This design comes from an exercise in tuning for small area, a short achievable clock period and few clock cycles per item on the open sky130 flow, not from production work.
Function was not checked in any run shown here: the RTL went through the layout flow alone.
Power figures rest on the tool's default switching activity, not on a simulated workload.

==> flow/design.v (outline; a module is shown in full before it is edited, if it fits) <==
// module fmul: 9403 lines
// module fa3: 4 lines
// module ha2: 4 lines
module fmul #(
    parameter pDATA_WIDTH = 64
) (
    input  [(pDATA_WIDTH-1):0]  in_A,
    input  [(pDATA_WIDTH-1):0]  in_B,
    input                       clk,
    input                       rst_n,
    input                       in_valid,
    output [(pDATA_WIDTH-1):0]  result,
    output                      out_valid
);
  // ...
==> flow/run.sh <==
#!/bin/bash
# synth_recipe.tcl (not shown) runs the flow's synth.tcl, then flattens the netlist and writes it again
# the make line also repeats each setting of config.mk as NAME=value (left out here)
make -C /OpenROAD-flow-scripts/flow DESIGN_CONFIG=/design/flow/config.mk WORK_HOME=/design/flow/orfs CLKGATE_MAP_FILE= SYNTH_SCRIPT=/design/flow/synth_recipe.tcl finish
==> flow/config.mk <==
export PLATFORM = sky130hd
export DESIGN_NAME = fmul
export DESIGN_NICKNAME = fmul
export VERILOG_FILES = /design/flow/design.v
export SDC_FILE = /design/flow/constraint.sdc
export NUM_CORES = 8
export LEC_CHECK = 0
export CAP_MARGIN = 20
export CORE_MARGIN = 2
export CORE_UTILIZATION = 50
export SLEW_MARGIN = 20
export SYNTH_HIERARCHICAL = 1
==> flow/constraint.sdc <==
create_clock -name core_clock -period 10.0 [get_ports {clk}]
set_input_delay 2.0000 -clock core_clock [delete_from_list [all_inputs] [get_ports {clk}]]
set_output_delay 2.0000 -clock core_clock [all_outputs]
set_load 0.01 [all_outputs]
==> run notes, run 1 <==
- The maximum number of pins on one net before global-route repair is 84.
- The layout has around 17000 filler cells.
- The fraction of layout instances using a drive strength above 1 is 0.07827.
- The largest registers in the layout are q2: 531 flops, pp3: 106 flops, gg3: 100 flops.
- The number of buffers on the longest clock path is 3.
- The flow ran to the end and the layout has no timing, DRC or antenna violations.
- The worst hold path terminates at f6[10].
- The instance area at placement is a little over 100000 sq um.
- The setup slack at placement is 4660 ps.
- Clock-pin slew was measured on the worst setup and hold paths at about 60 ps.
- The top layer used by detailed routing is met5.
- The area fraction in compound gates after synthesis is 0.1391.
- In the routed layout, each cell is associated on average with a via count of roughly 6.6.
- After floorplanning, the core was divided into ~160 placement rows.
- For this design the total switching power over the nets is about 21 mW.
- Tracing the worst setup path back leads to its startpoint at p4[55].
- The final critical-path share of the clock period is 0.5365.
- The sum of met2 wire segment lengths after detailed routing is 156.2 mm.
- Counting buffers and inverters, the worst setup path is 16 cells deep.
- The net total in the final layout is 10780.
- The residual antenna-violating net count after detailed routing is 0.
- Summing all multi-input logic gate instances after layout gives roughly 66000 sq um.
- TritonCTS built the clock tree.
- The non-clock buffering overhead in the final layout is 0.02883.
- Setup violations remaining at the end of the flow were counted as 0.
- The initial DRC count is 10240.
- Once the clock tree was built, the setup fixing pass inserted 0 buffers.
- The via count is ~78000.
- The via count of the first global-routing pass came to 80030.
- The number of cell instances on the worst register-to-register path is 16.
- The worst hold path was traced through 0 stages.
- The total inserted antenna cells is 27.
- The area growth from synthesis to final layout is 9.074%.
- The design has 1431 sequential cells.
- At the end of the flow the core is filled with cells to 0.5472.
- After detailed routing, the wire length on met1 is ~140 mm.
- The final layout contains routed wiring with a total length of 380.2 mm.
- The worst register-to-register path begins at p4[55].
- The number of tap instances is around 2700.
- The number of antenna violations at the first check in global routing is 20.
- Between 150 and 200 I/O pins were placed.
- The critical path ends at exh5[4].
- After synthesis, the share of cell area in mux cells is 0.03625.
- The register with the most flip-flops in the layout has approximately 530 of them.
- Along the worst path, the maximum fanout reaches between 80 and 90.
==> run 2: changes to the inputs <==
--- a/flow/design.v
+++ b/flow/design.v
@@ -4897,16 +4897,17 @@
 wire inc_a1_37;
 wire inc_a1_39;
 wire inc_a1_41;
 wire inc_a1_43;
 wire inc_a1_45;
 wire inc_a1_47;
 wire inc_a1_49;
 wire inc_a1_51;
+wire inc_a1_53;
 wire inc_a2_2;
 wire inc_a2_3;
 wire inc_a2_6;
 wire inc_a2_7;
 wire inc_a2_10;
 wire inc_a2_11;
 wire inc_a2_14;
 wire inc_a2_15;
@@ -4948,16 +4949,17 @@
 wire inc_a3_37;
 wire inc_a3_38;
 wire inc_a3_39;
 wire inc_a3_44;
 wire inc_a3_45;
 wire inc_a3_46;
 wire inc_a3_47;
 wire inc_a3_52;
+wire inc_a3_53;
 wire inc_a4_8;
 wire inc_a4_9;
 wire inc_a4_10;
 wire inc_a4_11;
 wire inc_a4_12;
 wire inc_a4_13;
 wire inc_a4_14;
 wire inc_a4_15;
@@ -4993,16 +4995,17 @@
 wire inc_a5_29;
 wire inc_a5_30;
 wire inc_a5_31;
 wire inc_a5_48;
 wire inc_a5_49;
 wire inc_a5_50;
 wire inc_a5_51;
 wire inc_a5_52;
+wire inc_a5_53;
 wire inc_a6_32;
 wire inc_a6_33;
 wire inc_a6_34;
 wire inc_a6_35;
 wire inc_a6_36;
 wire inc_a6_37;
 wire inc_a6_38;
 wire inc_a6_39;
@@ -5014,16 +5017,17 @@
 wire inc_a6_45;
 wire inc_a6_46;
 wire inc_a6_47;
 wire inc_a6_48;
 wire inc_a6_49;
 wire inc_a6_50;
 wire inc_a6_51;
 wire inc_a6_52;
+wire inc_a6_53;
 wire lzz1_0, lzv1_0;
 wire lzz1_2, lzv1_2;
 wire lzz1_4, lzv1_4;
 wire lzz1_6, lzv1_6;
 wire lzz1_8, lzv1_8;
 wire lzz1_10, lzv1_10;
 wire lzz1_12, lzv1_12;
 wire lzz1_14, lzv1_14;
@@ -8917,18 +8921,18 @@
 assign prod[105] = pp3[105] ^ cpa_g7_104;
 wire [49:0] zd = pp3[49:0] ^ {gg3[48:0] | pp3[48:0], 1'b0};
 wire        nz_s3 = |zd;
 wire [12:0] kk0 = 13'd64 - e3;
 wire [12:0] kk1 = 13'd63 - e3;
 wire [12:0] kk2 = 13'd62 - e3;
 wire [12:0] kk3 = 13'd61 - e3;
 wire [6:0]  dk0 = (kk0[12] | (kk0[11:0] < 12'd10)) ? 7'd10 : ((|kk0[11:7]) ? 7'd127 : kk0[6:0]);
-wire [6:0]  dk1 = (kk1[12] | (kk1[11:0] < 12'd10)) ? 7'd10 : ((|kk1[11:7]) ? 7'd127 : kk1[6:0]);
-wire [6:0]  dk2 = (kk2[12] | (kk2[11:0] < 12'd10)) ? 7'd10 : ((|kk2[11:7]) ? 7'd127 : kk2[6:0]);
+wire [6:0]  dk1 = (kk1[12] | (kk1[11:0] < 12'd10)) ? 7'd11 : ((kk1[11:0] > 12'd126) ? 7'd127 : kk1[6:0] + 7'd1);
+wire [6:0]  dk2 = (kk2[12] | (kk2[11:0] < 12'd10)) ? 7'd12 : ((kk2[11:0] > 12'd125) ? 7'd127 : kk2[6:0] + 7'd2);
 wire        bk0 = ~kk0[12] & (kk0[11:0] > 12'd115);
 wire        bk1 = ~kk1[12] & (kk1[11:0] > 12'd115);
 wire        bk2 = ~kk2[12] & (kk2[11:0] > 12'd115);
 wire [6:0]  kc0 = kk0[12] ? 7'd0 : ((|kk0[11:7]) ? 7'd127 : kk0[6:0]);
 wire [6:0]  kc1 = kk1[12] ? 7'd0 : ((|kk1[11:7]) ? 7'd127 : kk1[6:0]);
 wire [6:0]  kc2 = kk2[12] ? 7'd0 : ((|kk2[11:7]) ? 7'd127 : kk2[6:0]);
 wire [6:0]  kc3 = kk3[12] ? 7'd0 : ((|kk3[11:7]) ? 7'd127 : kk3[6:0]);
 wire [12:0] ex_s3 = e3 - 13'd63;                 
@@ -8952,145 +8956,148 @@
     bk1_4 <= bk1;
     bk2_4 <= bk2;
     ex4   <= ex_s3;
     inf4  <= inf3;
     nan4  <= nan3;
     sgn4  <= sgn3;
 end
 wire        h     = p4[55];                        
-wire [52:0] frac  = h ? p4[55:3] : p4[54:2];
+wire [53:0] qm    = {p4[55:3], p4[2] | h};
 wire        lsb   = h ? p4[3] : p4[2];
 wire        guard = h ? p4[2] : p4[1];
 wire        stk   = h ? (p4[1] | p4[0] | nz4) : (p4[0] | nz4);
 wire        rnd   = guard & (lsb | stk);
-wire [53:0] cy;                                     
-assign inc_a1_1 = frac[1] & frac[0];
-assign inc_a1_3 = frac[3] & frac[2];
-assign inc_a1_5 = frac[5] & frac[4];
-assign inc_a1_7 = frac[7] & frac[6];
-assign inc_a1_9 = frac[9] & frac[8];
-assign inc_a1_11 = frac[11] & frac[10];
-assign inc_a1_13 = frac[13] & frac[12];
-assign inc_a1_15 = frac[15] & frac[14];
-assign inc_a1_17 = frac[17] & frac[16];
-assign inc_a1_19 = frac[19] & frac[18];
-assign inc_a1_21 = frac[21] & frac[20];
-assign inc_a1_23 = frac[23] & frac[22];
-assign inc_a1_25 = frac[25] & frac[24];
-assign inc_a1_27 = frac[27] & frac[26];
-assign inc_a1_29 = frac[29] & frac[28];
-assign inc_a1_31 = frac[31] & frac[30];
-assign inc_a1_33 = frac[33] & frac[32];
-assign inc_a1_35 = frac[35] & frac[34];
-assign inc_a1_37 = frac[37] & frac[36];
-assign inc_a1_39 = frac[39] & frac[38];
-assign inc_a1_41 = frac[41] & frac[40];
-assign inc_a1_43 = frac[43] & frac[42];
-assign inc_a1_45 = frac[45] & frac[44];
-assign inc_a1_47 = frac[47] & frac[46];
-assign inc_a1_49 = frac[49] & frac[48];
-assign inc_a1_51 = frac[51] & frac[50];
-assign inc_a2_2 = frac[2] & inc_a1_1;
+wire [54:0] cy;                                     
+assign inc_a1_1 = qm[1] & qm[0];
+assign inc_a1_3 = qm[3] & qm[2];
+assign inc_a1_5 = qm[5] & qm[4];
+assign inc_a1_7 = qm[7] & qm[6];
+assign inc_a1_9 = qm[9] & qm[8];
+assign inc_a1_11 = qm[11] & qm[10];
+assign inc_a1_13 = qm[13] & qm[12];
+assign inc_a1_15 = qm[15] & qm[14];
+assign inc_a1_17 = qm[17] & qm[16];
+assign inc_a1_19 = qm[19] & qm[18];
+assign inc_a1_21 = qm[21] & qm[20];
+assign inc_a1_23 = qm[23] & qm[22];
+assign inc_a1_25 = qm[25] & qm[24];
+assign inc_a1_27 = qm[27] & qm[26];
+assign inc_a1_29 = qm[29] & qm[28];
+assign inc_a1_31 = qm[31] & qm[30];
+assign inc_a1_33 = qm[33] & qm[32];
+assign inc_a1_35 = qm[35] & qm[34];
+assign inc_a1_37 = qm[37] & qm[36];
+assign inc_a1_39 = qm[39] & qm[38];
+assign inc_a1_41 = qm[41] & qm[40];
+assign inc_a1_43 = qm[43] & qm[42];
+assign inc_a1_45 = qm[45] & qm[44];
+assign inc_a1_47 = qm[47] & qm[46];
+assign inc_a1_49 = qm[49] & qm[48];
+assign inc_a1_51 = qm[51] & qm[50];
+assign inc_a1_53 = qm[53] & qm[52];
+assign inc_a2_2 = qm[2] & inc_a1_1;
 assign inc_a2_3 = inc_a1_3 & inc_a1_1;
-assign inc_a2_6 = frac[6] & inc_a1_5;
+assign inc_a2_6 = qm[6] & inc_a1_5;
 assign inc_a2_7 = inc_a1_7 & inc_a1_5;
-assign inc_a2_10 = frac[10] & inc_a1_9;
+assign inc_a2_10 = qm[10] & inc_a1_9;
 assign inc_a2_11 = inc_a1_11 & inc_a1_9;
-assign inc_a2_14 = frac[14] & inc_a1_13;
+assign inc_a2_14 = qm[14] & inc_a1_13;
 assign inc_a2_15 = inc_a1_15 & inc_a1_13;
-assign inc_a2_18 = frac[18] & inc_a1_17;
+assign inc_a2_18 = qm[18] & inc_a1_17;
 assign inc_a2_19 = inc_a1_19 & inc_a1_17;
-assign inc_a2_22 = frac[22] & inc_a1_21;
+assign inc_a2_22 = qm[22] & inc_a1_21;
 assign inc_a2_23 = inc_a1_23 & inc_a1_21;
-assign inc_a2_26 = frac[26] & inc_a1_25;
+assign inc_a2_26 = qm[26] & inc_a1_25;
 assign inc_a2_27 = inc_a1_27 & inc_a1_25;
-assign inc_a2_30 = frac[30] & inc_a1_29;
+assign inc_a2_30 = qm[30] & inc_a1_29;
 assign inc_a2_31 = inc_a1_31 & inc_a1_29;
-assign inc_a2_34 = frac[34] & inc_a1_33;
+assign inc_a2_34 = qm[34] & inc_a1_33;
 assign inc_a2_35 = inc_a1_35 & inc_a1_33;
-assign inc_a2_38 = frac[38] & inc_a1_37;
+assign inc_a2_38 = qm[38] & inc_a1_37;
 assign inc_a2_39 = inc_a1_39 & inc_a1_37;
-assign inc_a2_42 = frac[42] & inc_a1_41;
+assign inc_a2_42 = qm[42] & inc_a1_41;
 assign inc_a2_43 = inc_a1_43 & inc_a1_41;
-assign inc_a2_46 = frac[46] & inc_a1_45;
+assign inc_a2_46 = qm[46] & inc_a1_45;
 assign inc_a2_47 = inc_a1_47 & inc_a1_45;
-assign inc_a2_50 = frac[50] & inc_a1_49;
+assign inc_a2_50 = qm[50] & inc_a1_49;
 assign inc_a2_51 = inc_a1_51 & inc_a1_49;
-assign inc_a3_4 = frac[4] & inc_a2_3;
+assign inc_a3_4 = qm[4] & inc_a2_3;
 assign inc_a3_5 = inc_a1_5 & inc_a2_3;
 assign inc_a3_6 = inc_a2_6 & inc_a2_3;
 assign inc_a3_7 = inc_a2_7 & inc_a2_3;
-assign inc_a3_12 = frac[12] & inc_a2_11;
+assign inc_a3_12 = qm[12] & inc_a2_11;
 assign inc_a3_13 = inc_a1_13 & inc_a2_11;
 assign inc_a3_14 = inc_a2_14 & inc_a2_11;
 assign inc_a3_15 = inc_a2_15 & inc_a2_11;
-assign inc_a3_20 = frac[20] & inc_a2_19;
+assign inc_a3_20 = qm[20] & inc_a2_19;
 assign inc_a3_21 = inc_a1_21 & inc_a2_19;
 assign inc_a3_22 = inc_a2_22 & inc_a2_19;
 assign inc_a3_23 = inc_a2_23 & inc_a2_19;
-assign inc_a3_28 = frac[28] & inc_a2_27;
+assign inc_a3_28 = qm[28] & inc_a2_27;
 assign inc_a3_29 = inc_a1_29 & inc_a2_27;
 assign inc_a3_30 = inc_a2_30 & inc_a2_27;
 assign inc_a3_31 = inc_a2_31 & inc_a2_27;
-assign inc_a3_36 = frac[36] & inc_a2_35;
+assign inc_a3_36 = qm[36] & inc_a2_35;
 assign inc_a3_37 = inc_a1_37 & inc_a2_35;
 assign inc_a3_38 = inc_a2_38 & inc_a2_35;
 assign inc_a3_39 = inc_a2_39 & inc_a2_35;
-assign inc_a3_44 = frac[44] & inc_a2_43;
+assign inc_a3_44 = qm[44] & inc_a2_43;
 assign inc_a3_45 = inc_a1_45 & inc_a2_43;
 assign inc_a3_46 = inc_a2_46 & inc_a2_43;
 assign inc_a3_47 = inc_a2_47 & inc_a2_43;
-assign inc_a3_52 = frac[52] & inc_a2_51;
-assign inc_a4_8 = frac[8] & inc_a3_7;
+assign inc_a3_52 = qm[52] & inc_a2_51;
+assign inc_a3_53 = inc_a1_53 & inc_a2_51;
+assign inc_a4_8 = qm[8] & inc_a3_7;
 assign inc_a4_9 = inc_a1_9 & inc_a3_7;
 assign inc_a4_10 = inc_a2_10 & inc_a3_7;
 assign inc_a4_11 = inc_a2_11 & inc_a3_7;
 assign inc_a4_12 = inc_a3_12 & inc_a3_7;
 assign inc_a4_13 = inc_a3_13 & inc_a3_7;
 assign inc_a4_14 = inc_a3_14 & inc_a3_7;
 assign inc_a4_15 = inc_a3_15 & inc_a3_7;
-assign inc_a4_24 = frac[24] & inc_a3_23;
+assign inc_a4_24 = qm[24] & inc_a3_23;
 assign inc_a4_25 = inc_a1_25 & inc_a3_23;
 assign inc_a4_26 = inc_a2_26 & inc_a3_23;
 assign inc_a4_27 = inc_a2_27 & inc_a3_23;
 assign inc_a4_28 = inc_a3_28 & inc_a3_23;
 assign inc_a4_29 = inc_a3_29 & inc_a3_23;
 assign inc_a4_30 = inc_a3_30 & inc_a3_23;
 assign inc_a4_31 = inc_a3_31 & inc_a3_23;
-assign inc_a4_40 = frac[40] & inc_a3_39;
+assign inc_a4_40 = qm[40] & inc_a3_39;
 assign inc_a4_41 = inc_a1_41 & inc_a3_39;
 assign inc_a4_42 = inc_a2_42 & inc_a3_39;
 assign inc_a4_43 = inc_a2_43 & inc_a3_39;
 assign inc_a4_44 = inc_a3_44 & inc_a3_39;
 assign inc_a4_45 = inc_a3_45 & inc_a3_39;
 assign inc_a4_46 = inc_a3_46 & inc_a3_39;
 assign inc_a4_47 = inc_a3_47 & inc_a3_39;
-assign inc_a5_16 = frac[16] & inc_a4_15;
+assign inc_a5_16 = qm[16] & inc_a4_15;
 assign inc_a5_17 = inc_a1_17 & inc_a4_15;
 assign inc_a5_18 = inc_a2_18 & inc_a4_15;
 assign inc_a5_19 = inc_a2_19 & inc_a4_15;
 assign inc_a5_20 = inc_a3_20 & inc_a4_15;
 assign inc_a5_21 = inc_a3_21 & inc_a4_15;
 assign inc_a5_22 = inc_a3_22 & inc_a4_15;
 assign inc_a5_23 = inc_a3_23 & inc_a4_15;
 assign inc_a5_24 = inc_a4_24 & inc_a4_15;
 assign inc_a5_25 = inc_a4_25 & inc_a4_15;
 assign inc_a5_26 = inc_a4_26 & inc_a4_15;
 assign inc_a5_27 = inc_a4_27 & inc_a4_15;
 assign inc_a5_28 = inc_a4_28 & inc_a4_15;
 assign inc_a5_29 = inc_a4_29 & inc_a4_15;
 assign inc_a5_30 = inc_a4_30 & inc_a4_15;
 assign inc_a5_31 = inc_a4_31 & inc_a4_15;
-assign inc_a5_48 = frac[48] & inc_a4_47;
+assign inc_a5_48 = qm[48] & inc_a4_47;
 assign inc_a5_49 = inc_a1_49 & inc_a4_47;
 assign inc_a5_50 = inc_a2_50 & inc_a4_47;
 assign inc_a5_51 = inc_a2_51 & inc_a4_47;
 assign inc_a5_52 = inc_a3_52 & inc_a4_47;
-assign inc_a6_32 = frac[32] & inc_a5_31;
+assign inc_a5_53 = inc_a3_53 & inc_a4_47;
+assign inc_a6_32 = qm[32] & inc_a5_31;
 assign inc_a6_33 = inc_a1_33 & inc_a5_31;
 assign inc_a6_34 = inc_a2_34 & inc_a5_31;
 assign inc_a6_35 = inc_a2_35 & inc_a5_31;
 assign inc_a6_36 = inc_a3_36 & inc_a5_31;
 assign inc_a6_37 = inc_a3_37 & inc_a5_31;
 assign inc_a6_38 = inc_a3_38 & inc_a5_31;
 assign inc_a6_39 = inc_a3_39 & inc_a5_31;
 assign inc_a6_40 = inc_a4_40 & inc_a5_31;
@@ -9101,18 +9108,19 @@
 assign inc_a6_45 = inc_a4_45 & inc_a5_31;
 assign inc_a6_46 = inc_a4_46 & inc_a5_31;
 assign inc_a6_47 = inc_a4_47 & inc_a5_31;
 assign inc_a6_48 = inc_a5_48 & inc_a5_31;
 assign inc_a6_49 = inc_a5_49 & inc_a5_31;
 assign inc_a6_50 = inc_a5_50 & inc_a5_31;
 assign inc_a6_51 = inc_a5_51 & inc_a5_31;
 assign inc_a6_52 = inc_a5_52 & inc_a5_31;
+assign inc_a6_53 = inc_a5_53 & inc_a5_31;
 assign cy[0] = rnd;
-assign cy[1] = rnd & frac[0];
+assign cy[1] = rnd & qm[0];
 assign cy[2] = rnd & inc_a1_1;
 assign cy[3] = rnd & inc_a2_2;
 assign cy[4] = rnd & inc_a2_3;
 assign cy[5] = rnd & inc_a3_4;
 assign cy[6] = rnd & inc_a3_5;
 assign cy[7] = rnd & inc_a3_6;
 assign cy[8] = rnd & inc_a3_7;
 assign cy[9] = rnd & inc_a4_8;
@@ -9155,16 +9163,17 @@
 assign cy[46] = rnd & inc_a6_45;
 assign cy[47] = rnd & inc_a6_46;
 assign cy[48] = rnd & inc_a6_47;
 assign cy[49] = rnd & inc_a6_48;
 assign cy[50] = rnd & inc_a6_49;
 assign cy[51] = rnd & inc_a6_50;
 assign cy[52] = rnd & inc_a6_51;
 assign cy[53] = rnd & inc_a6_52;
+assign cy[54] = rnd & inc_a6_53;
 assign lzz1_0 = ~(p4[54] | p4[53]);
 assign lzv1_0 = ~p4[54];
 assign lzz1_2 = ~(p4[52] | p4[51]);
 assign lzv1_2 = ~p4[52];
 assign lzz1_4 = ~(p4[50] | p4[49]);
 assign lzv1_4 = ~p4[50];
 assign lzz1_6 = ~(p4[48] | p4[47]);
 assign lzv1_6 = ~p4[48];
@@ -9308,19 +9317,19 @@
 assign lzv5_2_3 = lzz4_4 ? lzz3_12 : lzz3_8;
 assign lzz6_0 = lzz5_0 & lzz5_2;
 assign lzv6_0_0 = lzz5_0 ? lzv5_2_0 : lzv5_0_0;
 assign lzv6_0_1 = lzz5_0 ? lzv5_2_1 : lzv5_0_1;
 assign lzv6_0_2 = lzz5_0 ? lzv5_2_2 : lzv5_0_2;
 assign lzv6_0_3 = lzz5_0 ? lzv5_2_3 : lzv5_0_3;
 assign lzv6_0_4 = lzz5_0 ? lzz4_4 : lzz4_0;
 assign lzl = {lzz5_0, lzv6_0_4, lzv6_0_3, lzv6_0_2, lzv6_0_1, lzv6_0_0};
-wire [53:0] f54   = {cy[53], frac ^ cy[52:0]};
-wire        ovf1  = f54[53];
-wire [52:0] f1_s4 = ovf1 ? f54[53:1] : f54[52:0];
+wire [54:0] r55   = {cy[54], qm ^ cy[53:0]};
+wire        ovf1  = rnd & (h ? (&p4[54:3]) : (&p4[54:2]));
+wire [54:0] f1_s4 = {r55[54:1], r55[0] & ~h};
 wire [5:0]  lzl;
 wire        mono  = ~|(p4[54:3] & ~p4[53:2]);
 wire        lzdec = ~h & rnd & mono & ~p4[54];
 wire [5:0]  lz0   = h ? 6'd0 : lzl;
 wire [6:0]  dk_s4 = ovf1 ? (h ? dk2_4 : dk1_4) : (h ? dk1_4 : dk0_4);
 wire        bk_s4 = ovf1 ? (h ? bk2_4 : bk1_4) : (h ? bk1_4 : bk0_4);
 wire        j2    = h & ovf1;
 wire        j1    = h ? ~ovf1 : (ovf1 | lzdec);
@@ -9331,29 +9340,31 @@
 wire [5:0]  exh_s4 = exs_s4[11:6] + 6'd1;
 wire [12:0] ot0   = 13'd2047 - ex4;
 wire [12:0] ot1   = 13'd2046 - ex4;
 wire [12:0] ot2   = 13'd2045 - ex4;
 wire [6:0]  oc0   = ot0[12] ? 7'd0 : ((|ot0[11:6]) ? 7'd64 : {1'b0, ot0[5:0]});
 wire [6:0]  oc1   = ot1[12] ? 7'd0 : ((|ot1[11:6]) ? 7'd64 : {1'b0, ot1[5:0]});
 wire [6:0]  oc2   = ot2[12] ? 7'd0 : ((|ot2[11:6]) ? 7'd64 : {1'b0, ot2[5:0]});
 wire [6:0]  oc_s4 = j2 ? oc2 : (j1 ? oc1 : oc0);
-reg [52:0] f5;
+reg [54:0] f5;
 reg [5:0]  lz5;
-reg        dec5;
+reg        dec5, k1_5, k2_5;
 reg [6:0]  dk5, kc5;
 reg        big5;
 reg [11:0] exs5;
 reg [5:0]  exh5;
 reg [6:0]  oc5;
 reg inf5, nan5, sgn5;
 always @(posedge clk) begin
     f5    <= f1_s4;
     lz5   <= lz0;
     dec5  <= lzdec;
+    k1_5  <= h | ovf1;                    
+    k2_5  <= h & ovf1;                    
     dk5   <= dk_s4;
     kc5   <= kc_s4;
     big5  <= bk_s4;
     exs5  <= exs_s4;
     exh5  <= exh_s4;
     oc5   <= oc_s4;
     inf5  <= inf4;
     nan5  <= nan4;
@@ -9363,43 +9374,44 @@
 wire [5:0]  n1;
 assign n1[0] = nz5[0] ^ dec5;
 assign n1[1] = nz5[1] ^ (dec5 & nz5[0]);
 assign n1[2] = nz5[2] ^ (dec5 & nz5[0] & nz5[1]);
 assign n1[3] = nz5[3] ^ (dec5 & nz5[0] & nz5[1] & nz5[2]);
 assign n1[4] = nz5[4] ^ (dec5 & nz5[0] & nz5[1] & nz5[2] & nz5[3]);
 assign n1[5] = nz5[5] ^ (dec5 & nz5[0] & nz5[1] & nz5[2] & nz5[3] & nz5[4]);
 wire        nrm   = ({1'b0, nz5} >= kc5);
-wire [6:0]  ush_s5 = nrm ? {1'b0, n1} : dk5;
+wire [6:0]  nk    = k1_5 ? {6'b100000, k2_5} : {1'b0, n1};
+wire [6:0]  ush_s5 = nrm ? nk : dk5;
 wire [6:0]  xlo   = {1'b0, exs5[5:0]} + {1'b0, nz5};
 wire [11:0] x5    = nrm ? {(xlo[6] ? exh5 : exs5[11:6]), xlo[5:0]} : 12'd0;
 wire        ovfx  = nrm & ({1'b0, nz5} >= oc5);
 wire        spec  = inf5 | ovfx;                     
 wire [10:0] xf_s5 = (nan5 | spec) ? 11'h7FF : x5[10:0];
 wire        mz_s5 = nan5 | spec | (big5 & ~nrm);    
-reg [52:0] f6;
+reg [54:0] f6;
 reg [6:0] u6_0, u6_1;
 always @(posedge clk) begin
     u6_0 <= ush_s5;
     u6_1 <= ~ush_s5;
 end
 reg        mz6, nan6, sgn6;
 reg [10:0] xf6;
 always @(posedge clk) begin
     f6   <= f5;
     mz6  <= mz_s5;
     nan6 <= nan5;
     sgn6 <= sgn5 & ~nan5;
     xf6  <= xf_s5;
 end
-wire [115:0] y = {f6, 63'd0};
+wire [117:0] y = {f6, 63'd0};
 wire [51:0] mant;
-wire [115:0] ysh0 = y >> u6_0;
+wire [117:0] ysh0 = y >> u6_0;
 assign mant[25:0] = ysh0[25:0];
-wire [115:0] ysh1 = y >> ~u6_1;
+wire [117:0] ysh1 = y >> ~u6_1;
 assign mant[51:26] = ysh1[51:26];
 wire [63:0]  res_s6 = {sgn6, xf6, mant[51:1] & {51{~mz6}}, (mant[0] & ~mz6) | nan6};
 reg [63:0] res7;
 always @(posedge clk) res7 <= res_s6;
 assign result = res7;
 endmodule
 module fa3 (input a, input b, input ci, output s, output co);
 assign s  = a ^ b ^ ci;
==> run 2 against run 1 <==
Die area decreased by 0.45%; hold slack better by 26 ps; critical path type is now input pin to register; still clean; clock skew decreased by 6.4 ps; largest power group unchanged.
==> run notes, run 2 <==
- The flow ran to the end and the layout has no timing, DRC or antenna violations.
- The starting density of the core is 0.5035.
- The via count was 78210 (-0.29%).
- The final critical-path share of the clock period is 0.4231 (-0.1134).
- The register clock-pin slew on the reported worst setup and hold paths is 60 ps (about the same).
- CTS placed an instance of sky130_fd_sc_hd__clkbuf_16 at the clock tree root.
- The cell depth of the worst min-delay path was 0 (unchanged).
- The worst hold path startpoint is f5[0].
- In the synthesized netlist the async set-or-reset flop fraction comes to 0.004871.
- The final weighted congestion in routability-driven placement is 0.9764.
- Setup repair after global routing left no endpoint under its margin.
- The total of hold buffers inserted after clock tree synthesis is 0.
- In this run the power density over the cells is 415.8 nW/um^2.
- The total of fill cells in the finished design is 17100 (-1.1%).
- The net total in the final layout came to 10720 (-0.56%).
- The kind of capture point of the worst setup path is a register.
- The number of buffers on the longest clock path is 3 (unchanged).
- The worst endpoint required time is 10660 ps.
- TritonCTS built the clock tree.
- Summed over all instances, the cell type with the most area after synthesis is sky130_fd_sc_hd__dfxtp_1.
- The height of the die is roughly 450 microns.
- The number of warnings issued by yosys is 7.
- During placement, the flow inserted port buffers numbering 195.
- The detailed-route wire length per cell is roughly 32 microns.
- The number of maximum-capacitance violations is 0.
- The count of state elements after synthesis is about 1400.
- The reported leakage power is around 40 nW.
- The die covers roughly 200000 sq um.
- The worst voltage drop across the vdd grid is approximately 0.00034 V.
- Buffers inserted during clock tree synthesis total between 150 and 200.
- Counting every instance in the synthesized netlist gives between 9000 and 10000.
- The total setup violations reported at the end of the flow is 0 (unchanged).
- The path type of the worst min-delay path is register to register.
- The unique cell type count in the Yosys netlist is between 90 and 100.
- The total nets after synthesis is roughly 11000.
- The residual antenna-violating net count after detailed routing came to 0 (unchanged).
- The leading cell type in the layout, fill and taps excluded is sky130_fd_sc_hd__xnor2_1.
- The number of hold violations in the final report is 0.
- The initial DRC count is 10840 (+5.8%).
- The share of synthesized area in the top cell type comes to 0.2877.
- The share of total power in the clock network is 0.138.
- The via count of the first global-routing pass came to 80470 (+0.55%).
- The sequential power share is 0.245.
- Detailed placement finished with a half-perimeter wire length of roughly 250 mm.
- The count of standard-cell rows came to 163 (-0.61%).
- The all-layer global routing usage is 0.3670.
- Of the total power, combinational logic draws 0.617.
- The aggregate negative setup slack is 0 ps.
- The clock skew after layout is ~45 ps.
- The cell area after layout is between 100000 and 150000 sq um.
- The proportion of synthesized chip area in sequential cells is 0.2895.
- The destination of the worst register-to-register timing path is p4[27].
- Ranked by total cell area, the synthesized netlist is headed by sky130_fd_sc_hd__dfxtp_1 (29%), sky130_fd_sc_hd__fa_1 (26%), sky130_fd_sc_hd__xnor2_1 (13%).
- The post-synthesis area per instance is approximately 11 sq um.
- The library cells used most frequently in the layout, excluding fill and tap cells, are sky130_fd_sc_hd__xnor2_1 (1475), sky130_fd_sc_hd__dfxtp_1 (1314), sky130_fd_sc_hd__fa_1 (1304), sky130_fd_sc_hd__o22ai_1 (1092), sky130_fd_sc_hd__nand2_1 (442).
- Across all setup checks in the final design, the least slack found is between 5000 and 6000 ps.
- The flip-flop count of the largest register after layout came to 531 (unchanged).
- The headroom to the max-slew limit is 0.1958.
- The number of max-slew violations in the final report is 0.
- Among all flip-flop cells after synthesis, the most frequent one is sky130_fd_sc_hd__dfxtp_1.
- Cell internal power was estimated by the tool at between 20 and 25 mW.
- Summing every instance area after synthesis gives between 90000 and 100000 sq um.
- After global routing the overflow that remains totals 0.
- The switching power is 20.80 mW (+0.70%).
- STA classifies the critical path startpoint as an input pin.
- The area growth from synthesis to final layout is 9.025% (about the same).
- The most frequently used cell type in the post-synthesis netlist is sky130_fd_sc_hd__xnor2_1.
- The setup slack at placement came to 5007 ps (+347.4 ps).
- For hold timing, the worst endpoint is f6[0].
- In the final layout, the registers with the most flip-flops are q2: 531 flops, pp3: 106 flops, gg3: 100 flops.
- In this run the horizontal extent of the chip is ~450 microns.
- The register with the most flip-flops in the final layout is q2.
- The type of the worst setup path is input pin to register.
- The start point of the critical path is in_B[5].
- The maximum number of pins on one net before global-route repair came to 75 (-11%).
- The number of antenna violations at the first check in global routing is 11 (-45%).
- The flop-to-flop setup slack is about 6200 ps.
- The switching share of power is 0.4612.
- The minimum clock period is 4231 ps.
- Before antenna repair, the detailed router went through 10 iterations.
- The total wire length is 379.8 mm (-0.11%).
- The global-route wire length before repair is 548.3 mm.
- The actual transition at the worst max-transition pin is 1206 ps.
- The I/O pin total is 196 (unchanged).
- The maximum level of the CTS H-tree is 4.
- The post-detailed-route via-to-cell ratio came to 6.624 (+0.58%).
- The number of cell instances on the worst register-to-register path came to 11 (-5).
- The floorplan core area is between 150000 and 200000 sq um.
- Counting flops with a built-in enable in the synthesized netlist gives 0.
- The source-to-sink clock delay at the later pin of the worst-skew pair is roughly 840 ps.
- Ranked by instance count, the synthesized netlist is headed by sky130_fd_sc_hd__xnor2_1 (1475), sky130_fd_sc_hd__dfxtp_1 (1430), sky130_fd_sc_hd__fa_1 (1304).
- The instance area at placement is 102800 sq um (-0.28%).
- The count of clock tree sinks is about 1400.
- In the routed design, unresolved DRC markers number 0.
- The count of cells resized by post-cts repair is 0.
- Derived from the worst setup path, the maximum achievable clock frequency is ~240 MHz.
- The top fanout value on the critical path is 7 (-92%).
- The fraction of layout instances using a drive strength above 1 is 0.08169 (+0.003421).
- The number of setup buffers added after CTS came to 0 (unchanged).
- The arrival time reported for the critical path endpoint is a little under 5000 ps.
- The worst register-to-register path begins at pp3[57].
==> run 2: how the worst max path moves through the flow <==
stage / endpoint / depth (start not counted)
after CTS: nan1 / 6
final: nan1 / 6
after floorplan: nan1 / 4
after detailed placement: nan1 / 6
after global placement: nan1 / 6
after global routing: nan1 / 6
==> run 2: critical path: stages <==
cell                              delay (ps)
sky130_fd_sc_hd__clkdlybuf4s50_1         510
sky130_fd_sc_hd__nor2_1                  430
sky130_fd_sc_hd__nand4_1                 240
sky130_fd_sc_hd__or4_1                   660
sky130_fd_sc_hd__nor4_4                  900
sky130_fd_sc_hd__o22ai_1                 150
==> run 2: final cells by class <==
class / count / area, sq um / share of cell area
multi-input combinational: 6720 / 66040 / 0.6087
antenna: 9 / 22.52 / 0.0002076
clock buffer: 217 / 4498 / 0.04146
timing repair buffer: 355 / 3218 / 0.02966
tap: 2640 / 3303 / 0.03045
clock inverter: 72 / 1110 / 0.01023
inverter: 356 / 1338 / 0.01233
sequential: 1437 / 28960 / 0.2669
==> run 2: metal layers <==
metal | wire length (microns) | global-route usage | up-vias
met4 | 19650 | 0.1582 | 12
li1 | - | - | 31460
met1 | 141000 | 0.4660 | 38630
met5 | 155 | 0.003551 | -
met3 | 60830 | 0.1757 | 1554
met2 | 158200 | 0.5302 | 6552
==> run 2: per-module statistics from Yosys (local to each module, per instance) <==
module	flops+latches	times used
fa3	0	1302
fmul	1437	1
ha2	0	174
==> run 2: cells by family (layout without fill, tap and decap cells) <==
group,after synthesis,in the layout,synth area share
adder cells (fa/ha/maj),1556,1556,0.2940
multiplexers,230,230,0.03364
buffers and inverters,1243,1000,0.04716
flip-flops,1437,1437,0.2895
AO/OA/AOI/OAI,2117,2117,0.1385
AND/OR/NAND/NOR,1211,1211,0.05582
XOR/XNOR,1606,1606,0.1414
other,0,9,0
==> run 2: power groups by stage <==
| stage | Combinational [mW] | Sequential, mW | Clock [mW] |
|---|---|---|---|
| 2_1_floorplan | 17.2 | 9.85 | 0 |
| 3_3_place_gp | 26.1 | 11.1 | 0 |
| 3_5_place_dp | 26.8 | 11.1 | 0 |
| 4_1_cts | 27.0 | 11.0 | 6.32 |
| 5_1_grt | 30.8 | 11.3 | 6.56 |
| 6_report | 27.8 | 11.0 | 6.23 |
==> run 2: stage by stage <==
step	total power [mW]	hold WS, ps	util	std cells
floorplan	27.05	309.6	-	9400
global placement	37.19	309.7	0.5199	11500
detailed placement	37.94	312.1	0.5203	11510
CTS	44.32	320.0	0.5486	11800
global route	48.57	329.5	0.5489	11800
finish	45.11	318.7	0.5490	11810

## re-timing with driven ports
The results above use ideal ports. As a check the final layouts listed here were re-extracted and re-timed, cells and wires unchanged. Step 1, drivers: a clkbuf_16 drives clk and a buf_2 each remaining input, both assumed. Step 2, shift: input delay + t, output delay - t, t = (earliest + latest rising clock arrival at the registers) / 2. This alone moves slack from input paths to output paths. Three values: ideal ports, drivers, drivers and shift; two values: the first two.
run	t (ns)	slack for setup (ns)	worst setup path at the end	worst register clock-pin slew, ns	cell pins on the clock port's net
run 1	0.933	4.635 / 4.635 / 4.507	input to register	0.07 / 0.07	1
run 2	0.919	5.769 / 5.847 / 4.928	input to register	0.07 / 0.07	1
After both steps setup and hold are still met in every run listed. For run 2, which loses most, drivers alone change the setup slack by +0.078 ns; drivers and shift together by -0.841 ns.
